This is an optimization exercise on Yosys and OpenROAD, whose aim is small area, a short achievable clock period and few clock cycles, not a production implementation.
RTL that was checked went through simulation tests only; none was proved equivalent to the original.
No driver is modelled on the clock port, so clock power and skew are understated where the tree is cut down; a real chip needs a root buffer or a tree.
Power figures rest on the tool's default switching activity, not on a simulated workload.

==> flow/design.v <==
`timescale 1ns/10ps
module ELA(clk, rst, in_data, data_rd, req, wen, addr, data_wr, done);
	input				clk;
	input				rst;
	input		[7:0]	in_data;
	input		[7:0]	data_rd;
	output				req;
	output	reg			wen;
	output	reg	[9:0]	addr;
	output	reg	[7:0]	data_wr;	 
	output				done;
	reg			interp, fin;
	reg			reqn;		 
	reg			s_rb, s_w;	 
	reg	[7:0]	x;	 
	reg	[7:0]	y;	 
	reg	[7:0]	pp;	 
	reg	[7:0]	q;	 
	reg	[7:0]	r;	 
	reg	[7:0]	dreg, areg;	 
	reg	[7:0]	m;			 
	wire s_rt = ~s_rb & ~s_w;
	assign req  = ~reqn;
	assign done = fin;
	wire [8:0] ix = {addr[9:6], addr[4:0]};
	wire [8:0] kst = {s_rb, s_rb, s_rb, s_rt & interp, s_rb, s_rb, s_rb,
			s_rb | s_w, s_w | ~interp & wen};
	function [8:0] add9;
		input [8:0] u, v;
		integer j; reg c;
		begin
			c = 1'b0;
			for (j = 0; j < 9; j = j + 1) begin
				add9[j] = u[j] ^ v[j] ^ c;
				c = (u[j] & v[j]) | (c & (u[j] ^ v[j]));
			end
		end
	endfunction
	wire [8:0] i_next = add9(ix, kst);
	wire [7:0] d_xy, a_xy;
	ELA_absd u_absd(.x(x), .y(y), .d(d_xy));
	ELA_avg u_avg(.x(x), .y(y), .a(a_xy));
	always @(posedge clk) begin
		dreg <= d_xy;
		areg <= a_xy;
	end
	wire edge_col = (ix[4:0] == 5'd1) || (ix[4:0] == 5'd2);
	wire le;
	ELA_le8 u_le(.v(dreg), .u(m), .le(le));
	wire take = s_w | le | (s_rb & edge_col);
	always @(posedge clk) begin
		if (s_w | ~s_rb & le)	 
			m <= dreg;
		if (!interp)
			data_wr <= in_data;
		else if (take)
			data_wr <= areg;
	end
	always @(posedge clk or posedge rst) begin
		if (rst) begin
			interp <= 1'b0;
			reqn <= 1'b0;
			fin <= 1'b0;
			s_rb <= 1'b0;
			s_w <= 1'b0;
			wen <= 1'b0;
		end else if (fin) begin
			wen <= 1'b0;
		end else begin
			if (!interp) begin
				wen <= ~(wen & (&ix));
				if (wen & (&ix)) begin
					interp <= 1'b1;
					reqn <= 1'b1;
				end
			end else begin
				s_rb <= s_rt;
				s_w <= s_rb;
				wen <= s_rb & (ix[8:1] != 8'd16);
				if (s_rb && ix[8:5] == 4'd0 && ix[0])
					fin <= 1'b1;
			end
		end
	end
	always @(posedge clk)
		addr <= (interp | wen) ? {i_next[8:5], interp & s_rb, i_next[4:0]} : 10'd0;
	always @(posedge clk) begin
		if (s_rt) begin
			x <= y; y <= data_rd; r <= x;
		end else if (s_rb) begin
			x <= r; y <= data_rd; r <= pp; pp <= y;
		end else begin
			x <= r; y <= q; q <= y; r <= pp;
		end
	end
endmodule
module ELA_le8(v, u, le);
	input	[7:0]	v, u;
	output			le;
	wire [7:0] g = v & ~u;
	wire [7:0] e = ~(v ^ u);
	wire g10 = g[1] | e[1] & g[0], e10 = e[1] & e[0];
	wire g32 = g[3] | e[3] & g[2], e32 = e[3] & e[2];
	wire g54 = g[5] | e[5] & g[4], e54 = e[5] & e[4];
	wire g76 = g[7] | e[7] & g[6], e76 = e[7] & e[6];
	wire g30 = g32 | e32 & g10;
	wire g74 = g76 | e76 & g54, e74 = e76 & e54;
	assign le = ~(g74 | e74 & g30);
endmodule
module ELA_absd(x, y, d);
	input	[7:0]	x, y;
	output	reg	[7:0]	d;
	reg [7:0] g, e, G1, E1, G2, E2, G3, E3, bo, bo2;
	integer i;
	always @(*) begin
		g = x & ~y;
		e = ~(x ^ y);
		for (i = 0; i < 8; i = i + 1)
			if (i % 2 == 1) begin G1[i] = g[i] | e[i] & g[i-1]; E1[i] = e[i] & e[i-1]; end
			else begin G1[i] = g[i]; E1[i] = e[i]; end
		for (i = 0; i < 8; i = i + 1)
			if (i % 4 >= 2) begin G2[i] = G1[i] | E1[i] & G1[(i/4)*4+1]; E2[i] = E1[i] & E1[(i/4)*4+1]; end
			else begin G2[i] = G1[i]; E2[i] = E1[i]; end
		for (i = 0; i < 8; i = i + 1)
			if (i >= 4) begin G3[i] = G2[i] | E2[i] & G2[3]; E3[i] = E2[i] & E2[3]; end
			else begin G3[i] = G2[i]; E3[i] = E2[i]; end
		bo  = {~(G3[6:0] | E3[6:0]), 1'b0};
		bo2 = {G3[6:0], 1'b0};
		d = G3[7] ? (~e ^ bo) : (~e ^ bo2);
	end
endmodule
module ELA_avg(x, y, a);
	input	[7:0]	x, y;
	output	reg	[7:0]	a;
	reg [7:0] g, p, G1, P1, G2, P2, G3, P3;
	integer i;
	always @(*) begin
		g = x & y; p = x ^ y;
		for (i = 0; i < 8; i = i + 1)
			if (i % 2 == 1) begin G1[i] = g[i] | p[i] & g[i-1]; P1[i] = p[i] & p[i-1]; end
			else begin G1[i] = g[i]; P1[i] = p[i]; end
		for (i = 0; i < 8; i = i + 1)
			if (i % 4 >= 2) begin G2[i] = G1[i] | P1[i] & G1[(i/4)*4+1]; P2[i] = P1[i] & P1[(i/4)*4+1]; end
			else begin G2[i] = G1[i]; P2[i] = P1[i]; end
		for (i = 0; i < 8; i = i + 1)
			if (i >= 4) begin G3[i] = G2[i] | P2[i] & G2[3]; P3[i] = P2[i] & P2[3]; end
			else begin G3[i] = G2[i]; P3[i] = P2[i]; end
		a = {G3[7], p[7:1] ^ G3[6:0]};
	end
endmodule
==> flow/config.mk <==
export PLATFORM = sky130hd
export DESIGN_NAME = ELA
export DESIGN_NICKNAME = ELA
export VERILOG_FILES = /design/flow/design.v
export SDC_FILE = /design/flow/constraint.sdc
export NUM_CORES = 8
export LEC_CHECK = 0
export CAP_MARGIN = 20
export CORE_MARGIN = 2
export CORE_UTILIZATION = 40
export SETUP_SLACK_MARGIN = 4.85
export SLEW_MARGIN = 20
export SYNTH_HIERARCHICAL = 1
==> flow/constraint.sdc <==
create_clock -name core_clock -period 7.0 [get_ports {clk}]
set_input_delay 1.4000 -clock core_clock [delete_from_list [all_inputs] [get_ports {clk}]]
set_output_delay 1.4000 -clock core_clock [all_outputs]
set_load 0.01 [all_outputs]
standard.sh (not shown) runs the stock make flow with config.mk's settings and CLKGATE_MAP_FILE= SYNTH_SCRIPT=/design/flow/synth_recipe.tcl, a recipe that flattens the netlist after the stock synthesis.
==> flow/flow/run.sh <==
#!/bin/bash
# Layout flow: the standard ORFS flow (standard.sh), with these changes:
#  - synthesis does not extract full/half adder cells (ADDER_MAP_FILE empty),
#    so ABC maps all of the arithmetic itself;
#  - the port buffers are sky130_fd_sc_hd__buf_1 cells;
#  - the clock tree is one level: the clock port drives four clkbuf_16 cells,
#    one per quarter of the flip-flops. flow/cts.tcl (made by gen/make_cts.py
#    from ORFS's scripts/cts.tcl) replaces ORFS's cts.tcl in a copy of the
#    scripts folder; clock_tree_synthesis is replaced by that buffering.
# make's output goes to make_finish.log; each ORFS step writes its own log
# under orfs/logs/.
set -euo pipefail
rm -rf scripts_mod
cp -r "$FLOW_HOME/scripts" scripts_mod
cp flow/cts.tcl scripts_mod/cts.tcl
bash standard.sh ADDER_MAP_FILE= \
  "BUFFER_PORTS_ARGS=-buffer_cell sky130_fd_sc_hd__buf_1" \
  "SCRIPTS_DIR=$PWD/scripts_mod" \
  finish > make_finish.log 2>&1
Other scripts of this flow, unchanged in this note and not shown: flow/flow/cts.tcl
The starting point finished clean.
==> next run, changes <==
--- a/flow/design.v
+++ b/flow/design.v
@@ -49,7 +49,7 @@
 	ELA_le8 u_le(.v(dreg), .u(m), .le(le));
 	wire take = s_w | le | (s_rb & edge_col);
 	always @(posedge clk) begin
-		if (s_w | ~s_rb & le)	 
+		if (take)
 			m <= dreg;
 		if (!interp)
 			data_wr <= in_data;
@@ -77,7 +77,7 @@
 				s_rb <= s_rt;
 				s_w <= s_rb;
 				wen <= s_rb & (ix[8:1] != 8'd16);
-				if (s_rb && ix[8:5] == 4'd0 && ix[0])
+				if (s_rb && ix == 9'd1)
 					fin <= 1'b1;
 			end
 		end
Global-route usage decreases by 0.58 points. Design area goes down by 0.69%. Routed wire length falls by 4.1%. Via count went down by 3.9%. Area after synthesis shrinks by 0.55%. Sequential share of layout area hardly moves. Power barely changes. Setup slack improved by 0.011 ns. Die area shrinks by 0.53%. Hold slack is better by 0.0054 ns.
Testbench counts after the change, summed over its fixed seeds: cycles 62,688.
For the first run of this note, only the layout was checked, not whether the RTL still works. No run of this note takes its clock network from TritonCTS; it comes from the design's own scripts or RTL.

---

Setup of rev 12:
RTL: the design.v shown in full above, as it stands there.
export LEC_CHECK = 0
export CAP_MARGIN = 20
export CORE_MARGIN = 2
export CORE_UTILIZATION = 60
export SETUP_SLACK_MARGIN = 4.85
export SLEW_MARGIN = 20
export SYNTH_HIERARCHICAL = 1
create_clock -name core_clock -period 7.0 [get_ports {clk}]
Scripts as last shown in full above: flow/flow/run.sh
Other scripts of this flow, unchanged in this note and not shown: flow/flow/cts.tcl
Edits applied to the flow inputs when going from rev 12 to rev 13:
--- a/flow/design.v
+++ b/flow/design.v
@@ -47,11 +47,11 @@
 	wire edge_col = (ix[4:0] == 5'd1) || (ix[4:0] == 5'd2);
 	wire le;
 	ELA_le8 u_le(.v(dreg), .u(m), .le(le));
 	wire take = s_w | le | (s_rb & edge_col);
 	always @(posedge clk) begin
-		if (s_w | ~s_rb & le)	 
+		if (take)
 			m <= dreg;
 		if (!interp)
 			data_wr <= in_data;
 		else if (take)
 			data_wr <= areg;
@@ -62,30 +62,30 @@
 			reqn <= 1'b0;
 			fin <= 1'b0;
 			s_rb <= 1'b0;
 			s_w <= 1'b0;
 			wen <= 1'b0;
+			addr <= 10'd0;
 		end else if (fin) begin
 			wen <= 1'b0;
 		end else begin
+			addr <= {i_next[8:5], interp & s_rb, i_next[4:0]};
 			if (!interp) begin
 				wen <= ~(wen & (&ix));
 				if (wen & (&ix)) begin
 					interp <= 1'b1;
 					reqn <= 1'b1;
 				end
 			end else begin
 				s_rb <= s_rt;
 				s_w <= s_rb;
 				wen <= s_rb & (ix[8:1] != 8'd16);
-				if (s_rb && ix[8:5] == 4'd0 && ix[0])
+				if (s_rb && ix == 9'd1)
 					fin <= 1'b1;
 			end
 		end
 	end
-	always @(posedge clk)
-		addr <= (interp | wen) ? {i_next[8:5], interp & s_rb, i_next[4:0]} : 10'd0;
 	always @(posedge clk) begin
 		if (s_rt) begin
 			x <= y; y <= data_rd; r <= x;
 		end else if (s_rb) begin
 			x <= r; y <= data_rd; r <= pp; pp <= y;
- Worst setup slack for rev 13: 0.016 ns up relative to rev 12
- Worst slack at placement, rev 13 and rev 12, higher one = rev 12.
- Changes observed in rev 13 relative to rev 12: quantity of gates resized following cts went down; clock slew at the register clock pins of the worst setup and hold paths roughly the same; number of nets in the layout higher; relative area change from synthesis to final layout rose 1.2 points; die outline area now larger.
- Hold slack across rev 13 and rev 12: no real change.
- Per the comparison of rev 13 with rev 12, critical path depth increased 1; share of the clock period used by the worst path after layout dropped 0.23 points; utilization after layout grew by 0.81 points.
- Comparing rev 13 with rev 12, the adder-cell area share of the yosys netlist came out essentially unchanged.
No functional check of the RTL was part of any run of this note. In every run of this note, the design's own scripts or RTL, not TritonCTS, make the clock network.

---

Starts from the design.v that is shown in full above.
Settings: LEC_CHECK=0, CAP_MARGIN=20, CORE_MARGIN=2, CORE_UTILIZATION=60, SETUP_SLACK_MARGIN=4.9, SLEW_MARGIN=20, SYNTH_HIERARCHICAL=1; clock period 7.0 ns.
Scripts as last shown in full above: flow/flow/run.sh
Other scripts of this flow, unchanged in this note and not shown: flow/flow/cts.tcl
Rerun with:
--- a/flow/design.v
+++ b/flow/design.v
@@ -48,9 +48,9 @@
 	wire le;
 	ELA_le8 u_le(.v(dreg), .u(m), .le(le));
 	wire take = s_w | le | (s_rb & edge_col);
 	always @(posedge clk) begin
-		if (s_w | ~s_rb & le)	 
+		if (take)
 			m <= dreg;
 		if (!interp)
 			data_wr <= in_data;
 		else if (take)
@@ -76,9 +76,9 @@
 			end else begin
 				s_rb <= s_rt;
 				s_w <= s_rb;
 				wen <= s_rb & (ix[8:1] != 8'd16);
-				if (s_rb && ix[8:5] == 4'd0 && ix[0])
+				if (s_rb && ix == 9'd1)
 					fin <= 1'b1;
 			end
 		end
 	end
@@ -108,27 +108,12 @@
 	assign le = ~(g74 | e74 & g30);
 endmodule
 module ELA_absd(x, y, d);
 	input	[7:0]	x, y;
-	output	reg	[7:0]	d;
-	reg [7:0] g, e, G1, E1, G2, E2, G3, E3, bo, bo2;
-	integer i;
-	always @(*) begin
-		g = x & ~y;
-		e = ~(x ^ y);
-		for (i = 0; i < 8; i = i + 1)
-			if (i % 2 == 1) begin G1[i] = g[i] | e[i] & g[i-1]; E1[i] = e[i] & e[i-1]; end
-			else begin G1[i] = g[i]; E1[i] = e[i]; end
-		for (i = 0; i < 8; i = i + 1)
-			if (i % 4 >= 2) begin G2[i] = G1[i] | E1[i] & G1[(i/4)*4+1]; E2[i] = E1[i] & E1[(i/4)*4+1]; end
-			else begin G2[i] = G1[i]; E2[i] = E1[i]; end
-		for (i = 0; i < 8; i = i + 1)
-			if (i >= 4) begin G3[i] = G2[i] | E2[i] & G2[3]; E3[i] = E2[i] & E2[3]; end
-			else begin G3[i] = G2[i]; E3[i] = E2[i]; end
-		bo  = {~(G3[6:0] | E3[6:0]), 1'b0};
-		bo2 = {G3[6:0], 1'b0};
-		d = G3[7] ? (~e ^ bo) : (~e ^ bo2);
-	end
+	output	[7:0]	d;
+	wire [8:0] u = {1'b0, x} - {1'b0, y};
+	wire [7:0] w = y - x;
+	assign d = u[8] ? w : u[7:0];
 endmodule
 module ELA_avg(x, y, a);
 	input	[7:0]	x, y;
 	output	reg	[7:0]	a;
Outcome:
- clock skew is about the same
- wire length falls by a few percent
- global-route usage drops by 1.1 points
- fmax barely changes
- hold slack hardly moves
- total power hardly moves
- register-to-register slack gets better by 0.05 ns
- worst setup slack loses 0.0046 ns
- synthesized cell count went down slightly
- die area went up slightly
- sequential cell count does not change
- critical path depth is unchanged
- sequential power hardly moves
No run of this note included a check of the RTL's function; only the layout flow was run. In every run of this note, the design's own scripts or RTL, not TritonCTS, make the clock network.

---

== delta ==
Another version of the RTL of ELA (not shown whole).
Size: about 350 cells after synthesis, about 87 flip-flops, roughly 39 I/O pins.
==> module ELA, before the edit <==
module ELA(clk, rst, in_data, data_rd, req, wen, addr, data_wr, done);
	input				clk;
	input				rst;
	input		[7:0]	in_data;
	input		[7:0]	data_rd;
	output				req;
	output	reg			wen;
	output	reg	[9:0]	addr;
	output	reg	[7:0]	data_wr;	 
	output				done;
	reg			interp, fin;
	reg			s_rb, s_w;	 
	reg	[7:0]	x;	 
	reg	[7:0]	y;	 
	reg	[7:0]	pp;	 
	reg	[7:0]	q;	 
	reg	[7:0]	r;	 
	reg	[7:0]	dreg, areg;	 
	reg	[7:0]	m;			 
	wire s_rt = ~s_rb & ~s_w;
	assign req  = ~interp;
	assign done = fin;
	wire [8:0] ix = {addr[9:6], addr[4:0]};
	wire [8:0] kst = {s_rb, s_rb, s_rb, s_rt & interp, s_rb, s_rb, s_rb,
			s_rb | s_w, s_w | ~interp & wen};
	wire [8:0] i_next;
	ELA_add9 u_add(.u(ix), .v(kst), .s(i_next));
	wire [7:0] d_xy, a_xy;
	ELA_absd u_absd(.x(x), .y(y), .d(d_xy));
	ELA_avg u_avg(.x(x), .y(y), .a(a_xy));
	always @(posedge clk) begin
		dreg <= d_xy;
		areg <= a_xy;
	end
	wire edge_col = (ix[4:0] == 5'd1) || (ix[4:0] == 5'd2);
	wire le;
	ELA_le8 u_le(.v(dreg), .u(m), .le(le));
	wire take = s_w | le | (s_rb & edge_col);
	always @(posedge clk) begin
		if (take)
			m <= dreg;
		if (!interp)
			data_wr <= in_data;
		else if (take)
			data_wr <= areg;
	end
	always @(posedge clk or posedge rst) begin
		if (rst) begin
			interp <= 1'b0;
			fin <= 1'b0;
			s_rb <= 1'b0;
			s_w <= 1'b0;
			wen <= 1'b0;
			addr <= 10'd0;
		end else if (fin) begin
			wen <= 1'b0;
		end else begin
			addr <= {i_next[8:5], interp & s_rb, i_next[4:0]};
			if (!interp) begin
				wen <= ~(wen & (&ix));
				if (wen & (&ix))
					interp <= 1'b1;
			end else begin
				s_rb <= s_rt;
				s_w <= s_rb;
				wen <= s_rb & (ix[8:1] != 8'd16);
				if (s_rb && ix == 9'd1)
					fin <= 1'b1;
			end
		end
	end
	always @(posedge clk) begin
		if (s_rt) begin
			x <= data_rd; r <= x;
		end else if (s_rb) begin
			x <= r; y <= data_rd; r <= x;
		end else begin
			x <= pp; y <= q; pp <= r; q <= y;
		end
	end
endmodule
==> module ELA_add9, before the edit <==
module ELA_add9(u, v, s);
	input	[8:0]	u, v;
	output	reg	[8:0]	s;
	reg [8:0] g, p, G1, P1, G2, P2, G3, P3;
	integer j;
	always @(*) begin
		g = u & v; p = u ^ v;
		for (j = 0; j < 9; j = j + 1)
			if (j % 2 == 1) begin G1[j] = g[j] | p[j] & g[j-1]; P1[j] = p[j] & p[j-1]; end
			else begin G1[j] = g[j]; P1[j] = p[j]; end
		for (j = 0; j < 9; j = j + 1)
			if (j % 4 >= 2) begin G2[j] = G1[j] | P1[j] & G1[(j/4)*4+1]; P2[j] = P1[j] & P1[(j/4)*4+1]; end
			else begin G2[j] = G1[j]; P2[j] = P1[j]; end
		for (j = 0; j < 9; j = j + 1)
			if (j % 8 >= 4) begin G3[j] = G2[j] | P2[j] & G2[3]; P3[j] = P2[j] & P2[3]; end
			else begin G3[j] = G2[j]; P3[j] = P2[j]; end
		G3[8] = G3[8] | P3[8] & G3[7];
		s = p ^ {G3[7:0], 1'b0};
	end
endmodule
==> flow/config.mk <==
export PLATFORM = sky130hd
export DESIGN_NAME = ELA
export DESIGN_NICKNAME = ELA
export VERILOG_FILES = /design/flow/design.v
export SDC_FILE = /design/flow/constraint.sdc
export NUM_CORES = 8
export LEC_CHECK = 0
export CAP_MARGIN = 20
export CORE_MARGIN = 2
export CORE_UTILIZATION = 40
export CTS_BUF_LIST = sky130_fd_sc_hd__clkbuf_8
export SETUP_SLACK_MARGIN = 4.6
export SLEW_MARGIN = 20
export SYNTH_HIERARCHICAL = 1
==> flow/constraint.sdc <==
create_clock -name core_clock -period 7.0 [get_ports {clk}]
set_input_delay 1.4000 -clock core_clock [delete_from_list [all_inputs] [get_ports {clk}]]
set_output_delay 1.4000 -clock core_clock [all_outputs]
set_load 0.01 [all_outputs]
==> flow/flow/run.sh <==
#!/bin/bash
# Layout flow: the standard ORFS flow, with two changes:
#  - synthesis does not extract full/half adder cells (ADDER_MAP_FILE empty),
#    so ABC maps all of the arithmetic itself;
#  - the port buffers are sky130_fd_sc_hd__buf_2 cells.
set -euo pipefail
bash standard.sh ADDER_MAP_FILE= \
  "BUFFER_PORTS_ARGS=-buffer_cell sky130_fd_sc_hd__buf_2" \
  finish > make_finish.log 2>&1
[inputs] onyx vs delta
diff --git a/flow/design.v b/flow/design.v
--- a/flow/design.v
+++ b/flow/design.v
@@ -24,8 +24,18 @@
 	wire [8:0] ix = {addr[9:6], addr[4:0]};
 	wire [8:0] kst = {s_rb, s_rb, s_rb, s_rt & interp, s_rb, s_rb, s_rb,
 			s_rb | s_w, s_w | ~interp & wen};
-	wire [8:0] i_next;
-	ELA_add9 u_add(.u(ix), .v(kst), .s(i_next));
+	function [8:0] add9;
+		input [8:0] u, v;
+		integer j; reg c;
+		begin
+			c = 1'b0;
+			for (j = 0; j < 9; j = j + 1) begin
+				add9[j] = u[j] ^ v[j] ^ c;
+				c = (u[j] & v[j]) | (c & (u[j] ^ v[j]));
+			end
+		end
+	endfunction
+	wire [8:0] i_next = add9(ix, kst);
 	wire [7:0] d_xy, a_xy;
 	ELA_absd u_absd(.x(x), .y(y), .d(d_xy));
 	ELA_avg u_avg(.x(x), .y(y), .a(a_xy));
@@ -134,23 +144,3 @@
 		a = {G3[7], p[7:1] ^ G3[6:0]};
 	end
 endmodule
-module ELA_add9(u, v, s);
-	input	[8:0]	u, v;
-	output	reg	[8:0]	s;
-	reg [8:0] g, p, G1, P1, G2, P2, G3, P3;
-	integer j;
-	always @(*) begin
-		g = u & v; p = u ^ v;
-		for (j = 0; j < 9; j = j + 1)
-			if (j % 2 == 1) begin G1[j] = g[j] | p[j] & g[j-1]; P1[j] = p[j] & p[j-1]; end
-			else begin G1[j] = g[j]; P1[j] = p[j]; end
-		for (j = 0; j < 9; j = j + 1)
-			if (j % 4 >= 2) begin G2[j] = G1[j] | P1[j] & G1[(j/4)*4+1]; P2[j] = P1[j] & P1[(j/4)*4+1]; end
-			else begin G2[j] = G1[j]; P2[j] = P1[j]; end
-		for (j = 0; j < 9; j = j + 1)
-			if (j % 8 >= 4) begin G3[j] = G2[j] | P2[j] & G2[3]; P3[j] = P2[j] & P2[3]; end
-			else begin G3[j] = G2[j]; P3[j] = P2[j]; end
-		G3[8] = G3[8] | P3[8] & G3[7];
-		s = p ^ {G3[7:0], 1'b0};
-	end
-endmodule
Results
- delta has a higher maximum frequency than onyx.
- Relative to delta, first-pass GRT wire length has decreased by about 4% in onyx.
- On net total in the final layout: onyx sits below delta.
- onyx ends up with higher post-route clock period utilization than delta does.
- Compared with delta, onyx shows a power that is about 3% higher.
- Diff delta -> onyx: clock share of power saw an increase; post-layout instance count excluding filler cells saw a decrease; routed wire length saw a decrease.
- [compare] base=delta new=onyx: total sequential power closely matched the old numbers; multi-input combinational area share -2.2 points; maximum clock insertion buffer count held; minimum clock period after layout rose by 0.016 ns.
Function was not checked in any run of this note: the RTL went through the layout flow alone.

==> what the ideal ports hide <==
How much do the figures lean on ideal ports? The routed layouts below were timed once more, with nothing changed but the port constraints. Step 1 (the two cells are an assumption about what drives the block):
set clk [get_ports {clk}]
set_driving_cell -lib_cell sky130_fd_sc_hd__clkbuf_16 $clk
set_driving_cell -lib_cell sky130_fd_sc_hd__buf_2 [delete_from_list [all_inputs] $clk]
Step 2 moves the port delays by t, midway between the first and last clock arrival at a register: inputs arrive t later, outputs are due t later. That takes back most of the time a late clock gives input paths. Slacks: no drivers / after step 1 / after step 2; pairs: no drivers / after step 1.
run	t, ns	slack for setup (ns)	worst setup path at the end	slew at the worst register clock pin (ns)
the first run of note 1	0.227	4.872 / 4.797 / 4.943	register to register	0.09 / 0.09
the second run of note 1	0.225	4.883 / 4.806 / 4.931	register to register	0.09 / 0.09
rev 12	0.225	4.883 / 4.805 / 4.941	register to register	0.09 / 0.09
rev 13	0.222	4.899 / 4.826 / 4.943	register to register	0.09 / 0.09
the first run of note 3	0.225	4.900 / 4.822 / 4.995	register to register	0.09 / 0.09
the second run of note 3	0.224	4.896 / 4.819 / 4.994	input to register	0.09 / 0.09
delta	0.387	4.638 / 4.606 / 4.649	register to register	0.10 / 0.10
onyx	0.378	4.622 / 4.591 / 4.718	register to register	0.09 / 0.09
After both steps setup and hold are still met in every run listed.
